Context: an optimization exercise on an open-source flow, tuned for small area. The choices shown serve that exercise and are no tape-out recipe.
Only simulation tests tie the RTL to the original design; equivalence was not proved.
Power and IR drop assume default switching activity.

## flow/design.v (module list and top-level ports; edited modules follow where they fit)
// module tv80_alu: 356 lines
// module tv80_mcode: 2184 lines
// module tv80_reg: 35 lines
// module tv80_core: 1160 lines
// module tv80s: 122 lines
module tv80s ( 
  m1_n, mreq_n, iorq_n, rd_n, wr_n, rfsh_n, halt_n, busak_n, A, dout, 
  reset_n, clk, wait_n, int_n, nmi_n, busrq_n, di
  );
  // ...
==> flow/run.sh <==
#!/bin/bash
# synth_recipe.tcl (not shown) runs the flow's synth.tcl, then flattens the netlist and writes it again
# the make line also repeats each setting of config.mk as NAME=value (left out here)
make -C /OpenROAD-flow-scripts/flow DESIGN_CONFIG=/design/flow/config.mk WORK_HOME=/design/flow/orfs CLKGATE_MAP_FILE= SYNTH_SCRIPT=/design/flow/synth_recipe.tcl finish
==> flow/config.mk <==
export PLATFORM = sky130hd
export DESIGN_NAME = tv80s
export DESIGN_NICKNAME = tv80s
export VERILOG_FILES = /design/flow/design.v
export SDC_FILE = /design/flow/constraint.sdc
export NUM_CORES = 4
export LEC_CHECK = 0
export CAP_MARGIN = 20
export CORE_MARGIN = 2
export CORE_UTILIZATION = 40
export SLEW_MARGIN = 20
==> flow/constraint.sdc <==
create_clock -name core_clock -period 14.0 [get_ports {clk}]
set_input_delay 2.8000 -clock core_clock [delete_from_list [all_inputs] [get_ports {clk}]]
set_output_delay 2.8000 -clock core_clock [all_outputs]
set_load 0.01 [all_outputs]
==> flow_summary_export.csv, run 1 <==
group,metric,value,unit
outcome,status,"complete, no violations",
logic_synthesis,avgSynthCellArea,7.48,um^2
critical_path,cp_slowest_stage_delay,0.77,ns
pwr,power.total,9130,uW
grt,grt_max_degree,63,
clock_tree,cts-root-buf,"clkbuf_16",
timing,fin_skew,0.0270,ns
grt,gr-total-overflow,0,
worst_hold_path,hp-start,"i_tv80_core.Pre_XY_F_M[2]",
logic_synthesis,synth_seq_area_share,0.265,
layout,clock_cell_area_share,0.0395,
layout,bufAreaShareNonClock,0.0478,
floorplanning,rows,107,
floorplanning,start_util,0.402,
logic_synthesis,ys_warn_count,5,
logic_synthesis,async_reset_ff_frac,0,
logic_synthesis,synth-edff-count,170,
timing,grt_setup_unrepaired,"no",
pwr,combPwrFrac,0.668,
grt,grt.met3_usage,0.144,
clock_tree,ctsResizeCount,0,
critical_path,critPathTopFamily,"compound AO/OA/AOI/OAI gates",
grt,globalRouteMet2Util,0.652,
critical_path,critPathArrivalTime,9.40,ns
placed_design,place_ws,5.34,ns
critical_path,path_depth,31,
layout,nFlopsAndLatches,367,
grt,antenna_found_initial,19,
layout,reg_top3,"i_tv80_core.i_reg.RegsH (64), i_tv80_core.i_reg.RegsL (64)",
layout,signal_buffers,224,
floorplanning,well_tap_count,1144,
logic_synthesis,syn-num-nets,4691,
logic_synthesis,ys_ff_latch,367,
layout,num-multi-input-gates,3684,
layout,seq_area_frac,0.242,
pwr,clkPwrFrac,0.134,
critical_path,required,14.48,ns
run,cap_violations,0,
timing,hold_violations,0,
placed_design,dp_hpwl,150000,um
floorplanning,die_area,87700,um^2
logic_synthesis,synth_ff_type,"dfxtp_1",
timing,whs,0.455,ns
floorplanning,die_w,296,um
timing,max_slew_margin,0.167,
==> module tv80_reg, before the edit <==
module tv80_reg ( 
  DOBH, DOAL, DOCL, DOBL, DOCH, DOAH, 
  AddrC, AddrA, AddrB, DIH, DIL, clk, CEN, WEH, WEL
  );
    input  [2:0] AddrC;
    output [7:0] DOBH;
    input  [2:0] AddrA;
    input  [2:0] AddrB;
    input  [7:0] DIH;
    output [7:0] DOAL;
    output [7:0] DOCL;
    input  [7:0] DIL;
    output [7:0] DOBL;
    output [7:0] DOCH;
    output [7:0] DOAH;
    input  clk, CEN, WEH, WEL;
  reg [7:0] RegsH [0:7];
  reg [7:0] RegsL [0:7];
  always @(posedge clk)
    begin
      if (CEN)
        begin
          if (WEH) RegsH[AddrA] <= DIH;
          if (WEL) RegsL[AddrA] <= DIL;
        end
    end
  assign DOAH = RegsH[AddrA];
  assign DOAL = RegsL[AddrA];
  assign DOBH = RegsH[AddrB];
  assign DOBL = RegsL[AddrB];
  assign DOCH = RegsH[AddrC];
  assign DOCL = RegsL[AddrC];
  wire [7:0] H = RegsH[2];
  wire [7:0] L = RegsL[2];
endmodule
==> module tv80_core, before the edit <==
module tv80_core ( 
  m1_n, iorq, no_read, write, rfsh_n, halt_n, busak_n, A, dout, mc, ts, 
  intcycle_n, IntE, stop, 
  reset_n, clk, cen, wait_n, int_n, nmi_n, busrq_n, dinst, di
  );
  parameter Mode = 1;    
  parameter IOWait = 1;  
  parameter Flag_C = 0;
  parameter Flag_N = 1;
  parameter Flag_P = 2;
  parameter Flag_X = 3;
  parameter Flag_H = 4;
  parameter Flag_Y = 5;
  parameter Flag_Z = 6;
  parameter Flag_S = 7;
  input     reset_n;            
  input     clk;                
  input     cen;                
  input     wait_n;             
  input     int_n;              
  input     nmi_n;              
  input     busrq_n;            
  output    m1_n;               
  output    iorq;               
  output    no_read;            
  output    write;              
  output    rfsh_n;             
  output    halt_n;             
  output    busak_n;            
  output [15:0] A; 
  input [7:0]   dinst;  
  input [7:0]   di;     
  output [7:0]  dout;     
  output [6:0]  mc;     
  output [6:0]  ts;     
  output        intcycle_n;     
  output        IntE;           
  output        stop;           
  reg    m1_n;          
  reg    iorq;          
  reg    rfsh_n;                
  reg    halt_n;                
  reg    busak_n;               
  reg [15:0] A; 
  reg [7:0]  dout;        
  reg [6:0]  mc;        
  reg [6:0]  ts;        
  reg   intcycle_n;     
  reg   IntE;           
  reg   stop;           
  parameter     aNone    = 3'b111;
  parameter     aBC      = 3'b000;
  parameter     aDE      = 3'b001;
  parameter     aXY      = 3'b010;
  parameter     aIOA     = 3'b100;
  parameter     aSP      = 3'b101;
  parameter     aZI      = 3'b110;
  reg [7:0]     ACC, F;
  reg [7:0]     Ap, Fp;
  reg [7:0]     I;
  reg [7:0]     R;
  reg [15:0]    SP, PC;
  reg [7:0]     RegDIH;
  reg [7:0]     RegDIL;
  wire [15:0]   RegBusA;
  wire [15:0]   RegBusB;
  wire [15:0]   RegBusC;
  reg [2:0]     RegAddrA_r;
  reg [2:0]     RegAddrA;
  reg [2:0]     RegAddrB_r;
  reg [2:0]     RegAddrB;
  reg [2:0]     RegAddrC;
  reg           RegWEH;
  reg           RegWEL;
  reg           Alternate;
  reg [15:0]    TmpAddr;         
  reg [7:0]     IR;              
  reg [1:0]     ISet;            
  reg [15:0]    RegBusA_r;
  reg [15:0]    ID16;
  reg [7:0]     Save_Mux;
  reg [6:0]     tstate;
  reg [6:0]     mcycle;
  reg           last_mcycle, last_tstate;
  reg           IntE_FF1;
  reg           IntE_FF2;
  reg           Halt_FF;
  reg           BusReq_s;
  reg           BusAck;
  reg           ClkEn;
  reg           NMI_s;
  reg           INT_s;
  reg [1:0]     IStatus;
  reg [7:0]     DI_Reg;
  reg           T_Res;
  reg [1:0]     XY_State;
  reg [2:0]     Pre_XY_F_M;
  reg           NextIs_XY_Fetch;
  reg           XY_Ind;
  reg           No_BTR;
  reg           BTR_r;
  reg           Auto_Wait;
  reg           Auto_Wait_t1;
  reg           Auto_Wait_t2;
  reg           IncDecZ;
  reg [7:0]     BusB;
  reg [7:0]     BusA;
  wire [7:0]    ALU_Q;
  wire [7:0]    F_Out;
  reg [4:0]     Read_To_Reg_r;
  reg           Arith16_r;
  reg           Z16_r;
  reg [3:0]     ALU_Op_r;
  reg           Save_ALU_r;
  reg           PreserveC_r;
  reg [2:0]     mcycles;
  wire [2:0]    mcycles_d;
  wire [2:0]    tstates;
  reg           IntCycle;
  reg           NMICycle;
  wire          Inc_PC;
  wire          Inc_WZ;
  wire [3:0]    IncDec_16;
  wire [1:0]    Prefix;
  wire          Read_To_Acc;
  wire          Read_To_Reg;
  wire [3:0]     Set_BusB_To;
  wire [3:0]     Set_BusA_To;
  wire [3:0]     ALU_Op;
  wire           Save_ALU;
  wire           PreserveC;
  wire           Arith16;
  wire [2:0]     Set_Addr_To;
  wire           Jump;
  wire           JumpE;
  wire           JumpXY;
  wire           Call;
  wire           RstP;
  wire           LDZ;
  wire           LDW;
  wire           LDSPHL;
  wire           iorq_i;
  wire [2:0]     Special_LD;
  wire           ExchangeDH;
  wire           ExchangeRp;
  wire           ExchangeAF;
  wire           ExchangeRS;
  wire           I_DJNZ;
  wire           I_CPL;
  wire           I_CCF;
  wire           I_SCF;
  wire           I_RETN;
  wire           I_BT;
  wire           I_BC;
  wire           I_BTR;
  wire           I_RLD;
  wire           I_RRD;
  wire           I_INRC;
  wire           SetDI;
  wire           SetEI;
  wire [1:0]     IMode;
  wire           Halt;
  reg [15:0]     PC16;
  reg [15:0]     PC16_B;
  reg [15:0]     SP16, SP16_A, SP16_B;
  reg [15:0]     ID16_B;
  reg            Oldnmi_n;
  tv80_mcode #(Mode, Flag_C, Flag_N, Flag_P, Flag_X, Flag_H, Flag_Y, Flag_Z, Flag_S) i_mcode
    (
     .IR                   (IR),
     .ISet                 (ISet),
     .MCycle               (mcycle),
     .F                    (F),
     .NMICycle             (NMICycle),
     .IntCycle             (IntCycle),
     .MCycles              (mcycles_d),
     .TStates              (tstates),
     .Prefix               (Prefix),
     .Inc_PC               (Inc_PC),
     .Inc_WZ               (Inc_WZ),
     .IncDec_16            (IncDec_16),
     .Read_To_Acc          (Read_To_Acc),
     .Read_To_Reg          (Read_To_Reg),
     .Set_BusB_To          (Set_BusB_To),
     .Set_BusA_To          (Set_BusA_To),
     .ALU_Op               (ALU_Op),
     .Save_ALU             (Save_ALU),
     .PreserveC            (PreserveC),
     .Arith16              (Arith16),
     .Set_Addr_To          (Set_Addr_To),
     .IORQ                 (iorq_i),
     .Jump                 (Jump),
     .JumpE                (JumpE),
     .JumpXY               (JumpXY),
     .Call                 (Call),
     .RstP                 (RstP),
     .LDZ                  (LDZ),
     .LDW                  (LDW),
     .LDSPHL               (LDSPHL),
     .Special_LD           (Special_LD),
     .ExchangeDH           (ExchangeDH),
     .ExchangeRp           (ExchangeRp),
     .ExchangeAF           (ExchangeAF),
     .ExchangeRS           (ExchangeRS),
     .I_DJNZ               (I_DJNZ),
     .I_CPL                (I_CPL),
     .I_CCF                (I_CCF),
     .I_SCF                (I_SCF),
     .I_RETN               (I_RETN),
     .I_BT                 (I_BT),
     .I_BC                 (I_BC),
     .I_BTR                (I_BTR),
     .I_RLD                (I_RLD),
     .I_RRD                (I_RRD),
     .I_INRC               (I_INRC),
     .SetDI                (SetDI),
     .SetEI                (SetEI),
     .IMode                (IMode),
     .Halt                 (Halt),
     .NoRead               (no_read),
     .Write                (write)
     );
  tv80_alu #(Mode, Flag_C, Flag_N, Flag_P, Flag_X, Flag_H, Flag_Y, Flag_Z, Flag_S) i_alu
    (
     .Arith16              (Arith16_r),
     .Z16                  (Z16_r),
     .ALU_Op               (ALU_Op_r),
     .IR                   (IR[5:0]),
     .ISet                 (ISet),
     .BusA                 (BusA),
     .BusB                 (BusB),
     .F_In                 (F),
     .Q                    (ALU_Q),
     .F_Out                (F_Out)
     );
  function [6:0] number_to_bitvec;
    input [2:0] num;
    begin
      case (num)
        1 : number_to_bitvec = 7'b0000001;
        2 : number_to_bitvec = 7'b0000010;
        3 : number_to_bitvec = 7'b0000100;
        4 : number_to_bitvec = 7'b0001000;
        5 : number_to_bitvec = 7'b0010000;
        6 : number_to_bitvec = 7'b0100000;
        7 : number_to_bitvec = 7'b1000000;
        default : number_to_bitvec = 7'b0000000;
      endcase  
    end
  endfunction  
  always @( mcycle or mcycles or tstate or tstates)
    begin
      case (mcycles)
        1 : last_mcycle = mcycle[0];
        2 : last_mcycle = mcycle[1];
        3 : last_mcycle = mcycle[2];
        4 : last_mcycle = mcycle[3];
        5 : last_mcycle = mcycle[4];
        6 : last_mcycle = mcycle[5];
        7 : last_mcycle = mcycle[6];
        default : last_mcycle = 1'b0;
      endcase  
      case (tstates)
        0 : last_tstate = tstate[0];
        1 : last_tstate = tstate[1];
        2 : last_tstate = tstate[2];
        3 : last_tstate = tstate[3];
        4 : last_tstate = tstate[4];
        5 : last_tstate = tstate[5];
        6 : last_tstate = tstate[6];
        default : last_tstate = 1'b0;
      endcase
    end  
  always @( ALU_Q or BusAck or BusB or DI_Reg
           or ExchangeRp or IR or Save_ALU_r or Set_Addr_To or XY_Ind
           or XY_State or cen or last_tstate or mcycle)
    begin
      ClkEn = cen && ~ BusAck;
      if (last_tstate)
        T_Res = 1'b1;
      else T_Res = 1'b0;
      if (XY_State != 2'b00 && XY_Ind == 1'b0 &&
          ((Set_Addr_To == aXY) ||
           (mcycle[0] && IR == 8'b11001011) ||
           (mcycle[0] && IR == 8'b00110110)))
        NextIs_XY_Fetch = 1'b1;
      else 
        NextIs_XY_Fetch = 1'b0;
      if (ExchangeRp)
        Save_Mux = BusB;
      else if (!Save_ALU_r)
        Save_Mux = DI_Reg;
      else
        Save_Mux = ALU_Q;
    end  
  always @ (posedge clk)
    begin
      if (reset_n == 1'b0 ) 
        begin
          PC <= 0;   
          A <= 0;
          TmpAddr <= 0;
          IR <= 8'b00000000;
          ISet <= 2'b00;
          XY_State <= 2'b00;
          IStatus <= 2'b00;
          mcycles <= 3'b000;
          dout <= 8'b00000000;
          ACC <= 8'hFF;
          F <= 8'hFF;
          Ap <= 8'hFF;
          Fp <= 8'hFF;
          I <= 0;
          R <= 0;
          SP <= 16'hFFFF;
          Alternate <= 1'b0;
          Read_To_Reg_r <= 5'b00000;
          Arith16_r <= 1'b0;
          BTR_r <= 1'b0;
          Z16_r <= 1'b0;
          ALU_Op_r <= 4'b0000;
          Save_ALU_r <= 1'b0;
          PreserveC_r <= 1'b0;
          XY_Ind <= 1'b0;
        end 
      else 
        begin
          if (ClkEn == 1'b1 ) 
            begin
              ALU_Op_r <= 4'b0000;
              Save_ALU_r <= 1'b0;
              Read_To_Reg_r <= 5'b00000;
              mcycles <= mcycles_d;
              if (IMode != 2'b11 ) 
                begin
                  IStatus <= IMode;
                end
              Arith16_r <= Arith16;
              PreserveC_r <= PreserveC;
              if (ISet == 2'b10 && ALU_Op[2] == 1'b0 && ALU_Op[0] == 1'b1 && mcycle[2] ) 
                begin
                  Z16_r <= 1'b1;
                end 
              else 
                begin
                  Z16_r <= 1'b0;
                end
              if (mcycle[0] && (tstate[1] | tstate[2] | tstate[3] )) 
                begin
                  if (tstate[2] && wait_n == 1'b1 ) 
                    begin
                      if (Mode < 2 ) 
                        begin
                          A[7:0] <= R;
                          A[15:8] <= I;
                          R[6:0] <= R[6:0] + 1;
                        end
                      if (Jump == 1'b0 && Call == 1'b0 && NMICycle == 1'b0 && IntCycle == 1'b0 && ~ (Halt_FF == 1'b1 || Halt == 1'b1) ) 
                        begin
                          PC <= PC16;
                        end
                      if (IntCycle == 1'b1 && IStatus == 2'b01 ) 
                        begin
                          IR <= 8'b11111111;
                        end 
                      else if (Halt_FF == 1'b1 || (IntCycle == 1'b1 && IStatus == 2'b10) || NMICycle == 1'b1 ) 
                        begin
                          IR <= 8'b00000000;
                        end 
                      else 
                        begin
                          IR <= dinst;
                        end
                      ISet <= 2'b00;
                      if (Prefix != 2'b00 ) 
                        begin
                          if (Prefix == 2'b11 ) 
                            begin
                              if (IR[5] == 1'b1 ) 
                                begin
                                  XY_State <= 2'b10;
                                end 
                              else 
                                begin
                                  XY_State <= 2'b01;
                                end
                            end 
                          else 
                            begin
                              if (Prefix == 2'b10 ) 
                                begin
                                  XY_State <= 2'b00;
                                  XY_Ind <= 1'b0;
                                end
                              ISet <= Prefix;
                            end
                        end 
                      else 
                        begin
                          XY_State <= 2'b00;
                          XY_Ind <= 1'b0;
                        end
                    end  
                end 
              else 
                begin
                  if (mcycle[5] ) 
                    begin
                      XY_Ind <= 1'b1;
                      if (Prefix == 2'b01 ) 
                        begin
                          ISet <= 2'b01;
                        end
                    end
                  if (T_Res == 1'b1 ) 
                    begin
                      BTR_r <= (I_BT || I_BC || I_BTR) && ~ No_BTR;
                      if (Jump == 1'b1 ) 
                        begin
                          A[15:8] <= DI_Reg;
                          A[7:0] <= TmpAddr[7:0];
                          PC[15:8] <= DI_Reg;
                          PC[7:0] <= TmpAddr[7:0];
                        end 
                      else if (JumpXY == 1'b1 ) 
                        begin
                          A <= RegBusC;
                          PC <= RegBusC;
                        end else if (Call == 1'b1 || RstP == 1'b1 ) 
                          begin
                            A <= TmpAddr;
                            PC <= TmpAddr;
                          end 
                        else if (last_mcycle && NMICycle == 1'b1 ) 
                          begin
                            A <= 16'b0000000001100110;
                            PC <= 16'b0000000001100110;
                          end 
                        else if (mcycle[2] && IntCycle == 1'b1 && IStatus == 2'b10 ) 
                          begin
                            A[15:8] <= I;
                            A[7:0] <= TmpAddr[7:0];
                            PC[15:8] <= I;
                            PC[7:0] <= TmpAddr[7:0];
                          end 
                        else 
                          begin
                            case (Set_Addr_To)
                              aXY :
                                begin
                                  if (XY_State == 2'b00 ) 
                                    begin
                                      A <= RegBusC;
                                    end 
                                  else 
                                    begin
                                      if (NextIs_XY_Fetch == 1'b1 )
                                        begin
                                          A <= PC;
                                        end 
                                      else 
                                        begin
                                          A <= TmpAddr;
                                        end
                                    end  
                                end  
                              aIOA :
                                begin
                                  if (Mode == 3 ) 
                                    begin
                                      A[15:8] <= 8'hFF;
                                    end 
                                  else if (Mode == 2 ) 
                                    begin
                                      A[15:8] <= DI_Reg;
                                    end 
                                  else 
                                    begin
                                      A[15:8] <= ACC;
                                    end
                                  A[7:0] <= DI_Reg;
                                end  
                              aSP :
                                begin
                                  A <= SP;
                                end
                              aBC :
                                begin
                                  if (Mode == 3 && iorq_i == 1'b1 ) 
                                    begin
                                      A[15:8] <= 8'hFF;
                                      A[7:0] <= RegBusC[7:0];
                                    end 
                                  else 
                                    begin
                                      A <= RegBusC;
                                    end
                                end  
                              aDE :
                                begin
                                  A <= RegBusC;
                                end
                              aZI :
                                begin                                  
                                  if (Inc_WZ == 1'b1 ) 
                                    begin
                                      A <= TmpAddr + 1;
                                    end 
                                  else 
                                    begin
                                      A[15:8] <= DI_Reg;
                                      A[7:0] <= TmpAddr[7:0];
                                    end
                                end  
                              default   :
                                begin                                    
                                  A <= PC;
                                end
                            endcase  
                          end  
                      Save_ALU_r <= Save_ALU;
                      ALU_Op_r <= ALU_Op;
                      if (I_CPL == 1'b1 ) 
                        begin
                          ACC <= ~ ACC;
                          F[Flag_Y] <= ~ ACC[5];
                          F[Flag_H] <= 1'b1;
                          F[Flag_X] <= ~ ACC[3];
                          F[Flag_N] <= 1'b1;
                        end
                      if (I_CCF == 1'b1 ) 
                        begin
                          F[Flag_C] <= ~ F[Flag_C];
                          F[Flag_Y] <= ACC[5];
                          F[Flag_H] <= F[Flag_C];
                          F[Flag_X] <= ACC[3];
                          F[Flag_N] <= 1'b0;
                        end
                      if (I_SCF == 1'b1 ) 
                        begin
                          F[Flag_C] <= 1'b1;
                          F[Flag_Y] <= ACC[5];
                          F[Flag_H] <= 1'b0;
                          F[Flag_X] <= ACC[3];
                          F[Flag_N] <= 1'b0;
                        end
                    end  
                  if (tstate[2] && wait_n == 1'b1 ) 
                    begin
                      if (ISet == 2'b01 && mcycle[6] ) 
                        begin
                          IR <= dinst;
                        end
                      if (JumpE == 1'b1 ) 
                        begin
                          PC <= PC16;
                        end 
                      else if (Inc_PC == 1'b1 ) 
                        begin
                          PC <= PC16;
                        end
                      if (BTR_r == 1'b1 ) 
                        begin
                          PC <= PC16;
                        end
                      if (RstP == 1'b1 ) 
                        begin
                          TmpAddr <= { 10'h0, IR[5:3], 3'h0 };
                        end
                    end
                  if (tstate[3] && mcycle[5] ) 
                    begin
                      TmpAddr <= SP16;
                    end
                  if ((tstate[2] && wait_n == 1'b1) || (tstate[4] && mcycle[0]) ) 
                    begin
                      if (IncDec_16[2:0] == 3'b111 ) 
                        begin
                          SP <= SP16;
                        end
                    end
                  if (LDSPHL == 1'b1 ) 
                    begin
                      SP <= RegBusC;
                    end
                  if (ExchangeAF == 1'b1 ) 
                    begin
                      Ap <= ACC;
                      ACC <= Ap;
                      Fp <= F;
                      F <= Fp;
                    end
                  if (ExchangeRS == 1'b1 ) 
                    begin
                      Alternate <= ~ Alternate;
                    end
                end  
              if (tstate[3] ) 
                begin
                  if (LDZ == 1'b1 ) 
                    begin
                      TmpAddr[7:0] <= DI_Reg;
                    end
                  if (LDW == 1'b1 ) 
                    begin
                      TmpAddr[15:8] <= DI_Reg;
                    end
                  if (Special_LD[2] == 1'b1 ) 
                    begin
                      case (Special_LD[1:0])
                        2'b00 :
                          begin
                            ACC <= I;
                            F[Flag_P] <= IntE_FF2;
                          end
                        2'b01 :
                          begin
                            ACC <= R;
                            F[Flag_P] <= IntE_FF2;
                          end
                        2'b10 :
                          I <= ACC;
                        default :
                          R <= ACC;
                      endcase
                    end
                end  
              if ((I_DJNZ == 1'b0 && Save_ALU_r == 1'b1) || ALU_Op_r == 4'b1001 ) 
                begin
                  if (Mode == 3 ) 
                    begin
                      F[6] <= F_Out[6];
                      F[5] <= F_Out[5];
                      F[7] <= F_Out[7];
                      if (PreserveC_r == 1'b0 ) 
                        begin
                          F[4] <= F_Out[4];
                        end
                    end 
                  else 
                    begin
                      F[7:1] <= F_Out[7:1];
                      if (PreserveC_r == 1'b0 ) 
                        begin
                          F[Flag_C] <= F_Out[0];
                        end
                    end
                end  
              if (T_Res == 1'b1 && I_INRC == 1'b1 ) 
                begin
                  F[Flag_H] <= 1'b0;
                  F[Flag_N] <= 1'b0;
                  if (DI_Reg[7:0] == 8'b00000000 ) 
                    begin
                      F[Flag_Z] <= 1'b1;
                    end 
                  else 
                    begin
                      F[Flag_Z] <= 1'b0;
                    end
                  F[Flag_S] <= DI_Reg[7];
                  F[Flag_P] <= ~ (^DI_Reg[7:0]);
                end  
              if (tstate[1] && Auto_Wait_t1 == 1'b0 ) 
                begin
                  dout <= BusB;
                  if (I_RLD == 1'b1 ) 
                    begin
                      dout[3:0] <= BusA[3:0];
                      dout[7:4] <= BusB[3:0];
                    end
                  if (I_RRD == 1'b1 ) 
                    begin
                      dout[3:0] <= BusB[7:4];
                      dout[7:4] <= BusA[3:0];
                    end
                end
              if (T_Res == 1'b1 ) 
                begin
                  Read_To_Reg_r[3:0] <= Set_BusA_To;
                  Read_To_Reg_r[4] <= Read_To_Reg;
                  if (Read_To_Acc == 1'b1 ) 
                    begin
                      Read_To_Reg_r[3:0] <= 4'b0111;
                      Read_To_Reg_r[4] <= 1'b1;
                    end
                end
              if (tstate[1] && I_BT == 1'b1 ) 
                begin
                  F[Flag_X] <= ALU_Q[3];
                  F[Flag_Y] <= ALU_Q[1];
                  F[Flag_H] <= 1'b0;
                  F[Flag_N] <= 1'b0;
                end
              if (I_BC == 1'b1 || I_BT == 1'b1 ) 
                begin
                  F[Flag_P] <= IncDecZ;
                end
              if ((tstate[1] && Save_ALU_r == 1'b0 && Auto_Wait_t1 == 1'b0) ||
                  (Save_ALU_r == 1'b1 && ALU_Op_r != 4'b0111) ) 
                begin
                  case (Read_To_Reg_r)
                    5'b10111 :
                      ACC <= Save_Mux;
                    5'b10110 :
                      dout <= Save_Mux;
                    5'b11000 :
                      SP[7:0] <= Save_Mux;
                    5'b11001 :
                      SP[15:8] <= Save_Mux;
                    5'b11011 :
                      F <= Save_Mux;
                  endcase
                end  
            end  
        end  
    end
  always @ (posedge clk)
    begin
      if (ClkEn == 1'b1 ) 
        begin
          RegAddrA_r <=  { Alternate, Set_BusA_To[2:1] };
          if (XY_Ind == 1'b0 && XY_State != 2'b00 && Set_BusA_To[2:1] == 2'b10 ) 
            begin
              RegAddrA_r <= { XY_State[1],  2'b11 };
            end
          RegAddrB_r <= { Alternate, Set_BusB_To[2:1] };
          if (XY_Ind == 1'b0 && XY_State != 2'b00 && Set_BusB_To[2:1] == 2'b10 ) 
            begin
              RegAddrB_r <= { XY_State[1],  2'b11 };
            end
          RegAddrC <= { Alternate,  Set_Addr_To[1:0] };
          if ((JumpXY == 1'b1 || LDSPHL == 1'b1) ) 
            begin
              RegAddrC <= { Alternate, 2'b10 };
            end
          if (((JumpXY == 1'b1 || LDSPHL == 1'b1) && XY_State != 2'b00) || (mcycle[5]) ) 
            begin
              RegAddrC <= { XY_State[1],  2'b11 };
            end
          if (I_DJNZ == 1'b1 && Save_ALU_r == 1'b1 && Mode < 2 ) 
            begin
              IncDecZ <= F_Out[Flag_Z];
            end
          if ((tstate[2] || (tstate[3] && mcycle[0])) && IncDec_16[2:0] == 3'b100 ) 
            begin
              if (ID16 == 0 ) 
                begin
                  IncDecZ <= 1'b0;
                end 
              else 
                begin
                  IncDecZ <= 1'b1;
                end
            end
          RegBusA_r <= RegBusA;
        end
    end  
  always @( Alternate or ExchangeDH or IncDec_16
           or RegAddrA_r or RegAddrB_r or XY_State or mcycle or tstate)
    begin
      if ((tstate[2] || (tstate[3] && mcycle[0] && IncDec_16[2] == 1'b1)) && XY_State == 2'b00)
        RegAddrA = { Alternate, IncDec_16[1:0] };
      else if ((tstate[2] || (tstate[3] && mcycle[0] && IncDec_16[2] == 1'b1)) && IncDec_16[1:0] == 2'b10)
        RegAddrA = { XY_State[1], 2'b11 };
      else if (ExchangeDH == 1'b1 && tstate[3])
        RegAddrA = { Alternate, 2'b10 };
      else if (ExchangeDH == 1'b1 && tstate[4])
        RegAddrA = { Alternate, 2'b01 };
      else
        RegAddrA = RegAddrA_r;
      if (ExchangeDH == 1'b1 && tstate[3])
        RegAddrB = { Alternate, 2'b01 };
      else
        RegAddrB = RegAddrB_r;
    end  
  always @( ALU_Op_r or Auto_Wait_t1 or ExchangeDH
           or IncDec_16 or Read_To_Reg_r or Save_ALU_r or mcycle
           or tstate or wait_n)
    begin
      RegWEH = 1'b0;
      RegWEL = 1'b0;
      if ((tstate[1] && Save_ALU_r == 1'b0 && Auto_Wait_t1 == 1'b0) ||
          (Save_ALU_r == 1'b1 && ALU_Op_r != 4'b0111) ) 
        begin
          case (Read_To_Reg_r)
            5'b10000 , 5'b10001 , 5'b10010 , 5'b10011 , 5'b10100 , 5'b10101 :
              begin
                RegWEH = ~ Read_To_Reg_r[0];
                RegWEL = Read_To_Reg_r[0];
              end
          endcase  
        end  
      if (ExchangeDH == 1'b1 && (tstate[3] || tstate[4]) ) 
        begin
          RegWEH = 1'b1;
          RegWEL = 1'b1;
        end
      if (IncDec_16[2] == 1'b1 && ((tstate[2] && wait_n == 1'b1 && mcycle != 3'b001) || (tstate[3] && mcycle[0])) ) 
        begin
          case (IncDec_16[1:0])
            2'b00 , 2'b01 , 2'b10 :
              begin
                RegWEH = 1'b1;
                RegWEL = 1'b1;
              end
          endcase
        end
    end  
  always @( ExchangeDH or ID16 or IncDec_16 or RegBusA_r
           or RegBusB or Save_Mux or mcycle or tstate)
    begin
      RegDIH = Save_Mux;
      RegDIL = Save_Mux;
      if (ExchangeDH == 1'b1 && tstate[3] ) 
        begin
          RegDIH = RegBusB[15:8];
          RegDIL = RegBusB[7:0];
        end
      else if (ExchangeDH == 1'b1 && tstate[4] ) 
        begin
          RegDIH = RegBusA_r[15:8];
          RegDIL = RegBusA_r[7:0];
        end
      else if (IncDec_16[2] == 1'b1 && ((tstate[2] && mcycle != 3'b001) || (tstate[3] && mcycle[0])) ) 
        begin
          RegDIH = ID16[15:8];
          RegDIL = ID16[7:0];
        end
    end
  tv80_reg i_reg
    (
     .clk                  (clk),
     .CEN                  (ClkEn),
     .WEH                  (RegWEH),
     .WEL                  (RegWEL),
     .AddrA                (RegAddrA),
     .AddrB                (RegAddrB),
     .AddrC                (RegAddrC),
     .DIH                  (RegDIH),
     .DIL                  (RegDIL),
     .DOAH                 (RegBusA[15:8]),
     .DOAL                 (RegBusA[7:0]),
     .DOBH                 (RegBusB[15:8]),
     .DOBL                 (RegBusB[7:0]),
     .DOCH                 (RegBusC[15:8]),
     .DOCL                 (RegBusC[7:0])
     );
  always @ (posedge clk)
    begin
      if (ClkEn == 1'b1 ) 
        begin
          case (Set_BusB_To)
            4'b0111 :
              BusB <= ACC;
            4'b0000 , 4'b0001 , 4'b0010 , 4'b0011 , 4'b0100 , 4'b0101 :
              begin
                if (Set_BusB_To[0] == 1'b1 ) 
                  begin
                    BusB <= RegBusB[7:0];
                  end 
                else 
                  begin
                    BusB <= RegBusB[15:8];
                  end
              end
            4'b0110 :
              BusB <= DI_Reg;
            4'b1000 :
              BusB <= SP[7:0];
            4'b1001 :
              BusB <= SP[15:8];
            4'b1010 :
              BusB <= 8'b00000001;
            4'b1011 :
              BusB <= F;
            4'b1100 :
              BusB <= PC[7:0];
            4'b1101 :
              BusB <= PC[15:8];
            4'b1110 :
              BusB <= 8'b00000000;
            default :
              BusB <= 8'h00;
          endcase
          case (Set_BusA_To)
            4'b0111 :
              BusA <= ACC;
            4'b0000 , 4'b0001 , 4'b0010 , 4'b0011 , 4'b0100 , 4'b0101 :
              begin
                if (Set_BusA_To[0] == 1'b1 )
                  begin
                    BusA <= RegBusA[7:0];
                  end 
                else 
                  begin
                    BusA <= RegBusA[15:8];
                  end
              end
            4'b0110 :
              BusA <= DI_Reg;
            4'b1000 :
              BusA <= SP[7:0];
            4'b1001 :
              BusA <= SP[15:8];
            4'b1010 :
              BusA <= 8'b00000000;
            default :
              ;
          endcase
        end
    end
  always @ (posedge clk)
    begin
      if (reset_n == 1'b0 ) 
        begin
          rfsh_n <= 1'b1;
        end 
      else
        begin
          if (cen == 1'b1 ) 
            begin
              if (mcycle[0] && ((tstate[2]  && wait_n == 1'b1) || tstate[3]) ) 
                begin
                  rfsh_n <= 1'b0;
                end 
              else 
                begin
                  rfsh_n <= 1'b1;
                end
            end
        end
    end
  always @( BusAck or Halt_FF or I_DJNZ or IntCycle
           or IntE_FF1 or di or iorq_i or mcycle or tstate)
    begin
      mc = mcycle;
      ts = tstate;
      DI_Reg = di;
      halt_n = ~ Halt_FF;
      busak_n = ~ BusAck;
      intcycle_n = ~ IntCycle;
      IntE = IntE_FF1;
      iorq = iorq_i;
      stop = I_DJNZ;
    end
  always @ (posedge clk)
    begin : sync_inputs
      if (reset_n == 1'b0 ) 
        begin
          BusReq_s <= 1'b0;
          INT_s <= 1'b0;
          NMI_s <= 1'b0;
          Oldnmi_n <= 1'b0;
        end 
      else
        begin
          if (cen == 1'b1 ) 
            begin
              BusReq_s <= ~ busrq_n;
              INT_s <= ~ int_n;
              if (NMICycle == 1'b1 ) 
                begin
                  NMI_s <= 1'b0;
                end 
              else if (nmi_n == 1'b0 && Oldnmi_n == 1'b1 ) 
                begin
                  NMI_s <= 1'b1;
                end
              Oldnmi_n <= nmi_n;
            end
        end
    end
  always @ (posedge clk)
    begin
      if (reset_n == 1'b0 ) 
        begin
          mcycle <= 7'b0000001;
          tstate <= 7'b0000001;
          Pre_XY_F_M <= 3'b000;
          Halt_FF <= 1'b0;
          BusAck <= 1'b0;
          NMICycle <= 1'b0;
          IntCycle <= 1'b0;
          IntE_FF1 <= 1'b0;
          IntE_FF2 <= 1'b0;
          No_BTR <= 1'b0;
          Auto_Wait_t1 <= 1'b0;
          Auto_Wait_t2 <= 1'b0;
          m1_n <= 1'b1;
        end 
      else
        begin
          if (cen == 1'b1 ) 
            begin
              if (T_Res == 1'b1 ) 
                begin
                  Auto_Wait_t1 <= 1'b0;
                end 
              else 
                begin
                  Auto_Wait_t1 <= Auto_Wait || iorq_i;
                end
              Auto_Wait_t2 <= Auto_Wait_t1;
              No_BTR <= (I_BT && (~ IR[4] || ~ F[Flag_P])) ||
                        (I_BC && (~ IR[4] || F[Flag_Z] || ~ F[Flag_P])) ||
                        (I_BTR && (~ IR[4] || F[Flag_Z]));
              if (tstate[2] ) 
                begin
                  if (SetEI == 1'b1 ) 
                    begin
                      IntE_FF1 <= 1'b1;
                      IntE_FF2 <= 1'b1;
                    end
                  if (I_RETN == 1'b1 ) 
                    begin
                      IntE_FF1 <= IntE_FF2;
                    end
                end
              if (tstate[3] ) 
                begin
                  if (SetDI == 1'b1 ) 
                    begin
                      IntE_FF1 <= 1'b0;
                      IntE_FF2 <= 1'b0;
                    end
                end
              if (IntCycle == 1'b1 || NMICycle == 1'b1 ) 
                begin
                  Halt_FF <= 1'b0;
                end
              if (mcycle[0] && tstate[2] && wait_n == 1'b1 ) 
                begin
                  m1_n <= 1'b1;
                end
              if (BusReq_s == 1'b1 && BusAck == 1'b1 ) 
                begin
                end 
              else 
                begin
                  BusAck <= 1'b0;
                  if (tstate[2] && wait_n == 1'b0 ) 
                    begin
                    end 
                  else if (T_Res == 1'b1 ) 
                    begin
                      if (Halt == 1'b1 ) 
                        begin
                          Halt_FF <= 1'b1;
                        end
                      if (BusReq_s == 1'b1 ) 
                        begin
                          BusAck <= 1'b1;
                        end 
                      else 
                        begin
                          tstate <= 7'b0000010;
                          if (NextIs_XY_Fetch == 1'b1 ) 
                            begin
                              mcycle <= 7'b0100000;
                              Pre_XY_F_M <= mcycle;
                              if (IR == 8'b00110110 && Mode == 0 ) 
                                begin
                                  Pre_XY_F_M <= 3'b010;
                                end
                            end 
                          else if ((mcycle[6]) || (mcycle[5] && Mode == 1 && ISet != 2'b01) ) 
                            begin
                              mcycle <= number_to_bitvec(Pre_XY_F_M + 1);
                            end 
                          else if ((last_mcycle) ||
                                   No_BTR == 1'b1 ||
                                   (mcycle[1] && I_DJNZ == 1'b1 && IncDecZ == 1'b1) ) 
                            begin
                              m1_n <= 1'b0;
                              mcycle <= 7'b0000001;
                              IntCycle <= 1'b0;
                              NMICycle <= 1'b0;
                              if (NMI_s == 1'b1 && Prefix == 2'b00 ) 
                                begin
                                  NMICycle <= 1'b1;
                                  IntE_FF1 <= 1'b0;
                                end 
                              else if ((IntE_FF1 == 1'b1 && INT_s == 1'b1) && Prefix == 2'b00 && SetEI == 1'b0 ) 
                                begin
                                  IntCycle <= 1'b1;
                                  IntE_FF1 <= 1'b0;
                                  IntE_FF2 <= 1'b0;
                                end
                            end 
                          else 
                            begin
                              mcycle <= { mcycle[5:0], mcycle[6] };
                            end
                        end
                    end 
                  else 
                    begin    
                      if ( ~(Auto_Wait == 1'b1 && Auto_Wait_t2 == 1'b0) &&
                           ~(IOWait == 1 && iorq_i == 1'b1 && Auto_Wait_t1 == 1'b0) ) 
                        begin
                          tstate <= { tstate[5:0], tstate[6] };
                        end
                    end
                end
              if (tstate[0]) 
                begin
                  m1_n <= 1'b0;
                end
            end
        end
    end
  always @( BTR_r or DI_Reg or IncDec_16 or JumpE or PC
           or RegBusA or RegBusC or SP or tstate)
    begin
      if (JumpE == 1'b1 ) 
        begin
          PC16_B = { {8{DI_Reg[7]}}, DI_Reg };
        end 
      else if (BTR_r == 1'b1 ) 
        begin
          PC16_B = -2;
        end
      else
        begin
          PC16_B = 1;
        end
      if (tstate[3])
        begin
          SP16_A = RegBusC;
          SP16_B = { {8{DI_Reg[7]}}, DI_Reg };
        end
      else
        begin
          SP16_A = SP;
          if (IncDec_16[3] == 1'b1)
            SP16_B = -1;
          else
            SP16_B = 1;
        end
      if (IncDec_16[3])  
        ID16_B = -1;
      else
        ID16_B = 1;
      ID16 = RegBusA + ID16_B;
      PC16 = PC + PC16_B;
      SP16 = SP16_A + SP16_B;
    end  
  always @( IntCycle or NMICycle or mcycle)
    begin
      Auto_Wait = 1'b0;
      if (IntCycle == 1'b1 || NMICycle == 1'b1 ) 
        begin
          if (mcycle[0] ) 
            begin
              Auto_Wait = 1'b1;
            end
        end
    end  
endmodule  
==> module tv80s, before the edit <==
module tv80s ( 
  m1_n, mreq_n, iorq_n, rd_n, wr_n, rfsh_n, halt_n, busak_n, A, dout, 
  reset_n, clk, wait_n, int_n, nmi_n, busrq_n, di
  );
  parameter Mode = 0;     
  parameter T2Write = 1;  
  parameter IOWait  = 1;  
  input         reset_n; 
  input         clk; 
  input         wait_n; 
  input         int_n; 
  input         nmi_n; 
  input         busrq_n; 
  output        m1_n; 
  output        mreq_n; 
  output        iorq_n; 
  output        rd_n; 
  output        wr_n; 
  output        rfsh_n; 
  output        halt_n; 
  output        busak_n; 
  output [15:0] A;
  input [7:0]   di;
  output [7:0]  dout;
  reg           mreq_n; 
  reg           iorq_n; 
  reg           rd_n; 
  reg           wr_n; 
  wire          cen;
  wire          intcycle_n;
  wire          no_read;
  wire          write;
  wire          iorq;
  reg [7:0]     di_reg;
  wire [6:0]    mcycle;
  wire [6:0]    tstate;
  assign    cen = 1;
  tv80_core #(Mode, IOWait) i_tv80_core
    (
     .cen (cen),
     .m1_n (m1_n),
     .iorq (iorq),
     .no_read (no_read),
     .write (write),
     .rfsh_n (rfsh_n),
     .halt_n (halt_n),
     .wait_n (wait_n),
     .int_n (int_n),
     .nmi_n (nmi_n),
     .reset_n (reset_n),
     .busrq_n (busrq_n),
     .busak_n (busak_n),
     .clk (clk),
     .IntE (),
     .stop (),
     .A (A),
     .dinst (di),
     .di (di_reg),
     .dout (dout),
     .mc (mcycle),
     .ts (tstate),
     .intcycle_n (intcycle_n)
     );  
  always @(posedge clk)
    begin
      if (!reset_n)
        begin
          rd_n   <= 1'b1;
          wr_n   <= 1'b1;
          iorq_n <= 1'b1;
          mreq_n <= 1'b1;
          di_reg <= 0;
        end
      else
        begin
          rd_n <= 1'b1;
          wr_n <= 1'b1;
          iorq_n <= 1'b1;
          mreq_n <= 1'b1;
          if (mcycle[0])
            begin
              if (tstate[1] || (tstate[2] && wait_n == 1'b0))
                begin
                  rd_n <= ~ intcycle_n;
                  mreq_n <= ~ intcycle_n;
                  iorq_n <= intcycle_n;
                end
              if (tstate[3])
            mreq_n <= 1'b0;
            end  
          else
            begin
              if ((tstate[1] || (tstate[2] && wait_n == 1'b0)) && no_read == 1'b0 && write == 1'b0)
                begin
                  rd_n <= 1'b0;
                  iorq_n <= ~ iorq;
                  mreq_n <= iorq;
                end
              if (T2Write == 0)
                begin                          
                  if (tstate[2] && write == 1'b1)
                    begin
                      wr_n <= 1'b0;
                      iorq_n <= ~ iorq;
                      mreq_n <= iorq;
                    end
                end
              else
                begin
                  if ((tstate[1] || (tstate[2] && wait_n == 1'b0)) && write == 1'b1)
                    begin
                      wr_n <= 1'b0;
                      iorq_n <= ~ iorq;
                      mreq_n <= iorq;
                  end
                end  
            end  
          if (tstate[2] && wait_n == 1'b1)
            di_reg <= di;
        end  
    end  
endmodule  
==> run 2, diff against run 1 <==
--- a/flow/design.v
+++ b/flow/design.v
@@ -2564,12 +2564,24 @@
           if (WEL) RegsL[AddrA] <= DIL;
         end
     end
-  assign DOAH = RegsH[AddrA];
-  assign DOAL = RegsL[AddrA];
-  assign DOBH = RegsH[AddrB];
-  assign DOBL = RegsL[AddrB];
-  assign DOCH = RegsH[AddrC];
-  assign DOCL = RegsL[AddrC];
+  function [7:0] rd8;
+    input [2:0] a;
+    input [63:0] r;
+    integer k;
+    begin
+      rd8 = 8'h00;
+      for (k = 0; k < 8; k = k + 1)
+        rd8 = rd8 | (r[k*8 +: 8] & {8{a == k}});
+    end
+  endfunction
+  wire [63:0] allH = {RegsH[7], RegsH[6], RegsH[5], RegsH[4], RegsH[3], RegsH[2], RegsH[1], RegsH[0]};
+  wire [63:0] allL = {RegsL[7], RegsL[6], RegsL[5], RegsL[4], RegsL[3], RegsL[2], RegsL[1], RegsL[0]};
+  assign DOAH = rd8(AddrA, allH);
+  assign DOAL = rd8(AddrA, allL);
+  assign DOBH = rd8(AddrB, allH);
+  assign DOBL = rd8(AddrB, allL);
+  assign DOCH = rd8(AddrC, allH);
+  assign DOCL = rd8(AddrC, allL);
   wire [7:0] H = RegsH[2];
   wire [7:0] L = RegsL[2];
 endmodule
@@ -2654,8 +2666,10 @@
   reg [15:0]    RegBusA_r;
   reg [15:0]    ID16;
   reg [7:0]     Save_Mux;
-  reg [6:0]     tstate;
-  reg [6:0]     mcycle;
+  reg [2:0]     tstate_b;
+  reg [2:0]     mcycle_b;
+  wire [6:0]    tstate = 7'b0000001 << tstate_b;
+  wire [6:0]    mcycle = 7'b0000001 << mcycle_b;
   reg           last_mcycle, last_tstate;
   reg           IntE_FF1;
   reg           IntE_FF2;
@@ -2825,26 +2839,8 @@
   endfunction  
   always @( mcycle or mcycles or tstate or tstates)
     begin
-      case (mcycles)
-        1 : last_mcycle = mcycle[0];
-        2 : last_mcycle = mcycle[1];
-        3 : last_mcycle = mcycle[2];
-        4 : last_mcycle = mcycle[3];
-        5 : last_mcycle = mcycle[4];
-        6 : last_mcycle = mcycle[5];
-        7 : last_mcycle = mcycle[6];
-        default : last_mcycle = 1'b0;
-      endcase  
-      case (tstates)
-        0 : last_tstate = tstate[0];
-        1 : last_tstate = tstate[1];
-        2 : last_tstate = tstate[2];
-        3 : last_tstate = tstate[3];
-        4 : last_tstate = tstate[4];
-        5 : last_tstate = tstate[5];
-        6 : last_tstate = tstate[6];
-        default : last_tstate = 1'b0;
-      endcase
+      last_mcycle = (mcycle_b + 3'd1 == mcycles);
+      last_tstate = (tstate_b == tstates);
     end  
   always @( ALU_Q or BusAck or BusB or DI_Reg
            or ExchangeRp or IR or Save_ALU_r or Set_Addr_To or XY_Ind
@@ -2870,35 +2866,6 @@
     end  
   always @ (posedge clk)
     begin
-      if (reset_n == 1'b0 ) 
-        begin
-          PC <= 0;   
-          A <= 0;
-          TmpAddr <= 0;
-          IR <= 8'b00000000;
-          ISet <= 2'b00;
-          XY_State <= 2'b00;
-          IStatus <= 2'b00;
-          mcycles <= 3'b000;
-          dout <= 8'b00000000;
-          ACC <= 8'hFF;
-          F <= 8'hFF;
-          Ap <= 8'hFF;
-          Fp <= 8'hFF;
-          I <= 0;
-          R <= 0;
-          SP <= 16'hFFFF;
-          Alternate <= 1'b0;
-          Read_To_Reg_r <= 5'b00000;
-          Arith16_r <= 1'b0;
-          BTR_r <= 1'b0;
-          Z16_r <= 1'b0;
-          ALU_Op_r <= 4'b0000;
-          Save_ALU_r <= 1'b0;
-          PreserveC_r <= 1'b0;
-          XY_Ind <= 1'b0;
-        end 
-      else 
         begin
           if (ClkEn == 1'b1 ) 
             begin
@@ -3289,6 +3256,28 @@
                 end  
             end  
         end  
+      if (reset_n == 1'b0 )
+        begin
+          PC <= 0;   
+          A <= 0;
+          TmpAddr <= 0;
+          IR <= 8'b00000000;
+          ISet <= 2'b00;
+          XY_State <= 2'b00;
+          IStatus <= 2'b00;
+          mcycles <= 3'b000;
+          I <= 0;
+          R <= 0;
+          Alternate <= 1'b0;
+          Read_To_Reg_r <= 5'b00000;
+          Arith16_r <= 1'b0;
+          BTR_r <= 1'b0;
+          Z16_r <= 1'b0;
+          ALU_Op_r <= 4'b0000;
+          Save_ALU_r <= 1'b0;
+          PreserveC_r <= 1'b0;
+          XY_Ind <= 1'b0;
+        end 
     end
   always @ (posedge clk)
     begin
@@ -3328,9 +3317,10 @@
                   IncDecZ <= 1'b1;
                 end
             end
-          RegBusA_r <= RegBusA;
         end
     end  
+  always @ (posedge clk)
+    RegBusA_r <= RegBusA;
   always @( Alternate or ExchangeDH or IncDec_16
            or RegAddrA_r or RegAddrB_r or XY_State or mcycle or tstate)
     begin
@@ -3550,8 +3540,8 @@
     begin
       if (reset_n == 1'b0 ) 
         begin
-          mcycle <= 7'b0000001;
-          tstate <= 7'b0000001;
+          mcycle_b <= 3'd0;
+          tstate_b <= 3'd0;
           Pre_XY_F_M <= 3'b000;
           Halt_FF <= 1'b0;
           BusAck <= 1'b0;
@@ -3629,10 +3619,10 @@
                         end 
                       else 
                         begin
-                          tstate <= 7'b0000010;
+                          tstate_b <= 3'd1;
                           if (NextIs_XY_Fetch == 1'b1 ) 
                             begin
-                              mcycle <= 7'b0100000;
+                              mcycle_b <= 3'd5;
                               Pre_XY_F_M <= mcycle;
                               if (IR == 8'b00110110 && Mode == 0 ) 
                                 begin
@@ -3641,14 +3631,14 @@
                             end 
                           else if ((mcycle[6]) || (mcycle[5] && Mode == 1 && ISet != 2'b01) ) 
                             begin
-                              mcycle <= number_to_bitvec(Pre_XY_F_M + 1);
+                              mcycle_b <= Pre_XY_F_M;
                             end 
                           else if ((last_mcycle) ||
                                    No_BTR == 1'b1 ||
                                    (mcycle[1] && I_DJNZ == 1'b1 && IncDecZ == 1'b1) ) 
                             begin
                               m1_n <= 1'b0;
-                              mcycle <= 7'b0000001;
+                              mcycle_b <= 3'd0;
                               IntCycle <= 1'b0;
                               NMICycle <= 1'b0;
                               if (NMI_s == 1'b1 && Prefix == 2'b00 ) 
@@ -3665,7 +3655,7 @@
                             end 
                           else 
                             begin
-                              mcycle <= { mcycle[5:0], mcycle[6] };
+                              mcycle_b <= (mcycle_b == 3'd6) ? 3'd0 : mcycle_b + 3'd1;
                             end
                         end
                     end 
@@ -3674,7 +3664,7 @@
                       if ( ~(Auto_Wait == 1'b1 && Auto_Wait_t2 == 1'b0) &&
                            ~(IOWait == 1 && iorq_i == 1'b1 && Auto_Wait_t1 == 1'b0) ) 
                         begin
-                          tstate <= { tstate[5:0], tstate[6] };
+                          tstate_b <= (tstate_b == 3'd6) ? 3'd0 : tstate_b + 3'd1;
                         end
                     end
                 end
@@ -3798,15 +3788,6 @@
      );  
   always @(posedge clk)
     begin
-      if (!reset_n)
-        begin
-          rd_n   <= 1'b1;
-          wr_n   <= 1'b1;
-          iorq_n <= 1'b1;
-          mreq_n <= 1'b1;
-          di_reg <= 0;
-        end
-      else
         begin
           rd_n <= 1'b1;
           wr_n <= 1'b1;
@@ -3852,6 +3833,13 @@
             end  
           if (tstate[2] && wait_n == 1'b1)
             di_reg <= di;
-        end  
+        end
+      if (!reset_n)
+        begin
+          rd_n   <= 1'b1;
+          wr_n   <= 1'b1;
+          iorq_n <= 1'b1;
+          mreq_n <= 1'b1;
+        end
     end  
 endmodule  
==> flow/flow/run.sh (new file) <==
#!/bin/bash
# Layout flow: the standard ORFS flow (standard.sh) with an area-oriented synthesis:
#  - ABC maps the combinational logic with flow/abc_area.script instead of ORFS's
#    delay-oriented script (no buffering or upsizing at synthesis),
#  - adders use a ripple-carry $lcu (flow/lcu_ripple.v) instead of Kogge-Stone,
#    and are left to ABC rather than mapped to full/half-adder cells.
# Flip-flop mapping, register names and every step after synthesis are the standard flow's own.
set -euo pipefail
W=$PWD
ABC_SCRIPT=$W/flow/abc_area.script

# ORFS synth.tcl with only the abc call's script replaced
sed 's#log_cmd abc {\*}$abc_args#log_cmd abc -script '"$ABC_SCRIPT"' {*}[lrange $abc_args 2 end]#' \
  "$FLOW_HOME/scripts/synth.tcl" > "$W/synth_area.tcl"
grep -q "abc -script $ABC_SCRIPT" "$W/synth_area.tcl"

# synth_recipe.tcl, sourcing the patched synth.tcl
sed 's#^source \$::env(SCRIPTS_DIR)/synth.tcl$#source '"$W"'/synth_area.tcl#' \
  "$W/synth_recipe.tcl" > "$W/synth_recipe_area.tcl"
grep -q "synth_area.tcl" "$W/synth_recipe_area.tcl"

# standard.sh, using the patched synthesis script and no adder-cell mapping
sed -e 's#SYNTH_SCRIPT=[^ ]*#SYNTH_SCRIPT='"$W"'/synth_recipe_area.tcl#' \
    -e 's#CLKGATE_MAP_FILE= #CLKGATE_MAP_FILE= ADDER_MAP_FILE= #' \
  "$W/standard.sh" > "$W/standard_area.sh"
grep -q "synth_recipe_area.tcl" "$W/standard_area.sh"
grep -q "ADDER_MAP_FILE= " "$W/standard_area.sh"

export SYNTH_OPERATIONS_ARGS="-extra-map $W/flow/lcu_ripple.v"
if [[ -f $W/flow/cts_args ]]; then
  export CTS_ARGS="$(cat $W/flow/cts_args)"
fi

bash "$W/standard_area.sh" ${ORFS_TARGETS:-finish} > "$W/flow_make.log" 2>&1
==> flow/flow/abc_area.script (new file) <==
&get -n
&st
&deepsyn -T 60 -I 4
&dch -f
&nf -a -F 8 -A 4 -R 1000
&put
==> flow/flow/cts_args (new file) <==
-sink_clustering_enable -repair_clock_nets -buf_list "sky130_fd_sc_hd__clkbuf_8" -sink_clustering_size 12 -sink_clustering_max_diameter 80 -dont_use_dummy_load
==> flow/flow/lcu_ripple.v (new file) <==
(* techmap_celltype = "$lcu" *)
module _80_lcu_ripple (P, G, CI, CO);
	parameter WIDTH = 2;

	(* force_downto *)
	input [WIDTH-1:0] P, G;
	input CI;

	(* force_downto *)
	output [WIDTH-1:0] CO;

	integer i;
	(* force_downto *)
	reg [WIDTH-1:0] g;

	wire [1023:0] _TECHMAP_DO_ = "proc; opt -fast";

	always @* begin
		g = G;
		g[0] = g[0] | (P[0] & CI);
		for (i = 1; i < WIDTH; i = i + 1)
			g[i] = g[i] | P[i] & g[i - 1];
	end

	assign CO = g;
endmodule
==> flow/standard.sh (new file) <==
#!/bin/bash
# synth_recipe.tcl (not shown) runs the flow's synth.tcl, then flattens the netlist and writes it again
# the make line also repeats each setting of config.mk as NAME=value (left out here)
make -C /OpenROAD-flow-scripts/flow DESIGN_CONFIG=/design/flow/config.mk WORK_HOME=/design/flow/orfs CLKGATE_MAP_FILE= SYNTH_SCRIPT=/design/flow/synth_recipe.tcl "${@:-finish}"
--- a/flow/config.mk
+++ b/flow/config.mk
@@ -8,4 +8,5 @@
 export CAP_MARGIN = 20
 export CORE_MARGIN = 2
 export CORE_UTILIZATION = 40
-export SLEW_MARGIN = 20
+export GPL_TIMING_DRIVEN = 0
+export SLEW_MARGIN = 10
removed: flow/run.sh
==> flow_summary_export.csv, run 2 <==
group,metric,value,unit
timing,worst_slew_pin_slew,1.29,ns
critical_path,required,14.36,ns
logic_synthesis,avgSynthCellArea,8.26,um^2
logic_synthesis,synth.most_common_cell,"nand2_1",
clock_tree,cts_max_path_buffers,3,
logic_synthesis,syn-num-nets,2951,
logic_synthesis,synth_common_cells,"nand2_1, nor2_1, a21oi_1, o21ai_0, edfxtp_1",
timing,fin_skew,0.0994,ns
logic_synthesis,ys_ff_latch,359,
clock_tree,clock-sinks,359,
pwr,combPwrFrac,0.429,
pwr,clkPwrFrac,0.167,
pwr,p_sw_frac,0.458,
drt,drc,0,
pwr,p_leak,0.00915,uW
clock_tree,numCtsBuffers,41,
layout,fin_nets,3125,
critical_path,critPathTopFamily,"simple AND/OR/NAND/NOR gates",
critical_path,cp_slowest_stage_delay,0.90,ns
pwr,p_int,2140,uW
logic_synthesis,ys_types,68,
floorplanning,die_area,62600,um^2
layout,layout_commonest_cell,"nand2_1",
outcome,status,"complete, no violations",
timing,final_max_slew_viol_count,0,
critical_path,critPathArrivalTime,13.16,ns
logic_synthesis,synth_seq_area_share,0.386,
placed_design,dp_hpwl,102000,um
timing,fin_crit_sh,0.914,
pwr,p_sw,1810,uW
drt,wire_per_inst,35.1,um
logic_synthesis,synth_area_leaders,"edfxtp_1, dfxtp_1, nand2_1",
worst_hold_path,min_path_type,"register to register",
layout,mostFrequentLayoutCells,"nand2_1, nor2_1, a21oi_1",
clock_tree,insertion_delay,0.70,ns
clock_tree,ctsResizeCount,0,
critical_path,critPathCaptureType,"register",
logic_synthesis,synth_ff_type,"edfxtp_1",
floorplanning,start_util,0.403,
floorplanning,die_h,250,um
floorplanning,rows,90,
clock_tree,holdBufCountCts,0,
clock_tree,path_clk_slew,0.08,ns
grt,gr-total-overflow,0,
grt,antenna_found_initial,4,
logic_synthesis,ys_warn_count,5,
drt,drtPass1Iterations,13,
floorplanning,io_pins,46,
grt,track_usage,0.421,
placed_design,place_area,26800,um^2
logic_synthesis,post-synth-top-area-cell,"edfxtp_1",
timing,grt_setup_unrepaired,"no",
timing,clock.fmax,78.1,MHz
critical_path,worst_path_most_repeated_cell,"nor2_1",
logic_synthesis,syn_inst,2937,
timing,hold_violations,0,
pwr,p_per_area,143,nW/um^2
layout,reg_top3,"i_tv80_core.i_reg.RegsH (64), i_tv80_core.i_reg.RegsL (64)",
placed_design,io_buffers,45,
floorplanning,core-area,60100,um^2
drt,via_per_inst,7.44,
grt,grt_max_degree,70,
drt,ant_nets,0,
clock_tree,cts-root-buf,"clkbuf_8",
drt,dr.first_iter.drc_count,5433,
timing,max_slew_margin,0.138,
logic_synthesis,async_reset_ff_frac,0,
layout,fin_area,27600,um^2
clock_tree,htree_levels,2,
critical_path,startpoint_type,"register",
timing,setup_viol,0,
timing,setup-tns-final,0,ns
drt,wirelength,137000,um
drt,num_vias,29000,
timing,min_period,12.80,ns
critical_path,worstSetupPathType,"register to register",
grt,grt_pass1_wl,194000,um
critical_path,slowest_stage,"nor2_1",
placed_design,gp_congestion,1.03,
pwr,power_frac_seq,0.404,
critical_path,worst-path-buf-inv,2,
critical_path,critPathMaxFanout,23,
floorplanning,die_w,250,um
clock_tree,cts_tree,"built",
layout,syn_to_final_growth,13.7,%
grt,grt_pass1_vias,26500,
layout,drive_above_1_share,0.0640,
pwr,irDropWorstVdd,0.0000813,V
logic_synthesis,synth-edff-count,218,
logic_synthesis,netlist.area_leader.share,0.270,
logic_synthesis,syn_area,24300,um^2
run,cap_violations,0,
clock_tree,postCtsSetupRepairBufs,0,
run 2: final timing paths:
check                       startpoint  slack (ns)                             to  cells after the start
max reg2reg          i_tv80_core.IR[5]        1.20  i_tv80_core.i_reg.RegsH[4][7]                     45
min reg2reg  i_tv80_core.Pre_XY_F_M[0]        0.47      i_tv80_core.Pre_XY_F_M[0]                      2
max                  i_tv80_core.IR[5]        1.20  i_tv80_core.i_reg.RegsH[4][7]                     45
min          i_tv80_core.Pre_XY_F_M[0]        0.47      i_tv80_core.Pre_XY_F_M[0]                      2
run 2: area by class of cell:
class                   count  area, um^2
fillers                  5949       32600
multi-input cells        2504       14900
flip-flops and latches    359        9380
repair buffers            131        1450
well taps                 782         978
clock buffers              41         564
inverters                  74         284
diodes                      6        15.0
run 2: cell families after synthesis:
logic type                 Yosys count  share of synthesized area
AOI/OAI and AO/OA                 1153                      0.322
xor gates and xnor gates           117                     0.0423
adders and majority gates            7                    0.00289
buffers and inverters               74                     0.0115
DFF                                359                      0.386
muxes                               13                    0.00542
and+or+nand+nor                   1214                      0.230
run 2: layer usage:
| metal | vias to the layer above | GRT usage | routed length, um |
|---|---|---|---|
| met5 | - | 0 | 42 |
| met4 | 6 | 0.206 | 7950 |
| met3 | 469 | 0.120 | 19200 |
| met2 | 2533 | 0.623 | 57000 |
| met1 | 13900 | 0.564 | 52600 |
| li1 | 12000 | - | - |
run 2: power by group through the flow:
| stage | clock [uW] | combinational [uW] | sequential, uW |
|---|---|---|---|
| after floorplan | 0 | 1050 | 1430 |
| final | 659 | 1690 | 1600 |
| after global routing | 685 | 1790 | 1590 |
| after global placement | 0 | 1520 | 1600 |
| after detailed placement | 0 | 1610 | 1590 |
| after CTS | 654 | 1610 | 1570 |
run 2: metrics by stage:
step	hold WS (ns)	instances	power, uW	util	setup slack, ns
floorplan	0.421	2937	2480	-	4.98
global placement	0.444	3764	3120	0.427	0.483
detailed placement	0.447	3835	3200	0.446	1.93
CTS	0.463	3876	3840	0.455	1.97
global route	0.482	3892	4060	0.458	0.734
finish	0.465	3897	3950	0.458	1.20
run 2: worst reg2reg max path: cells and delay by family, from the launching register on:
family | cells | cell delay (ns)
AND/OR/NAND/NOR | 23 | 5.25
XOR/XNOR | 2 | 1.02
buffers and inverters | 2 | 0.89
adder cells (fa/ha/maj) | 1 | 0.40
AO/OA/AOI/OAI | 16 | 3.92
multiplexers | 1 | 0.17
flip-flops | 1 | 0.87

-- static timing again, ports no longer ideal --
In the flow no input, the clock included, has a driving cell. The finished layouts below were timed again as built, in two steps.
Step 1, drivers: a clkbuf_16 drives clk and a buf_2 each remaining input, both assumed.
Step 2 times the ports against the registers' clock, not the clock port: input delays grow and output delays shrink by t, the midpoint of the rising clock arrivals with the driver on.
Slacks: no drivers / after step 1 / after step 2; pairs: no drivers / after step 1.
| run | t, ns | setup slack, ns | worst setup path after step 2 | pins driven straight from the clock port |
|---|---|---|---|---|
| run 1 | 0.680 | 5.074 / 5.074 / 5.074 | register to register | 1 |
| run 2 | 0.708 | 1.202 / 1.202 / 1.202 | register to register | 1 |
After both steps every run listed still meets setup and hold.
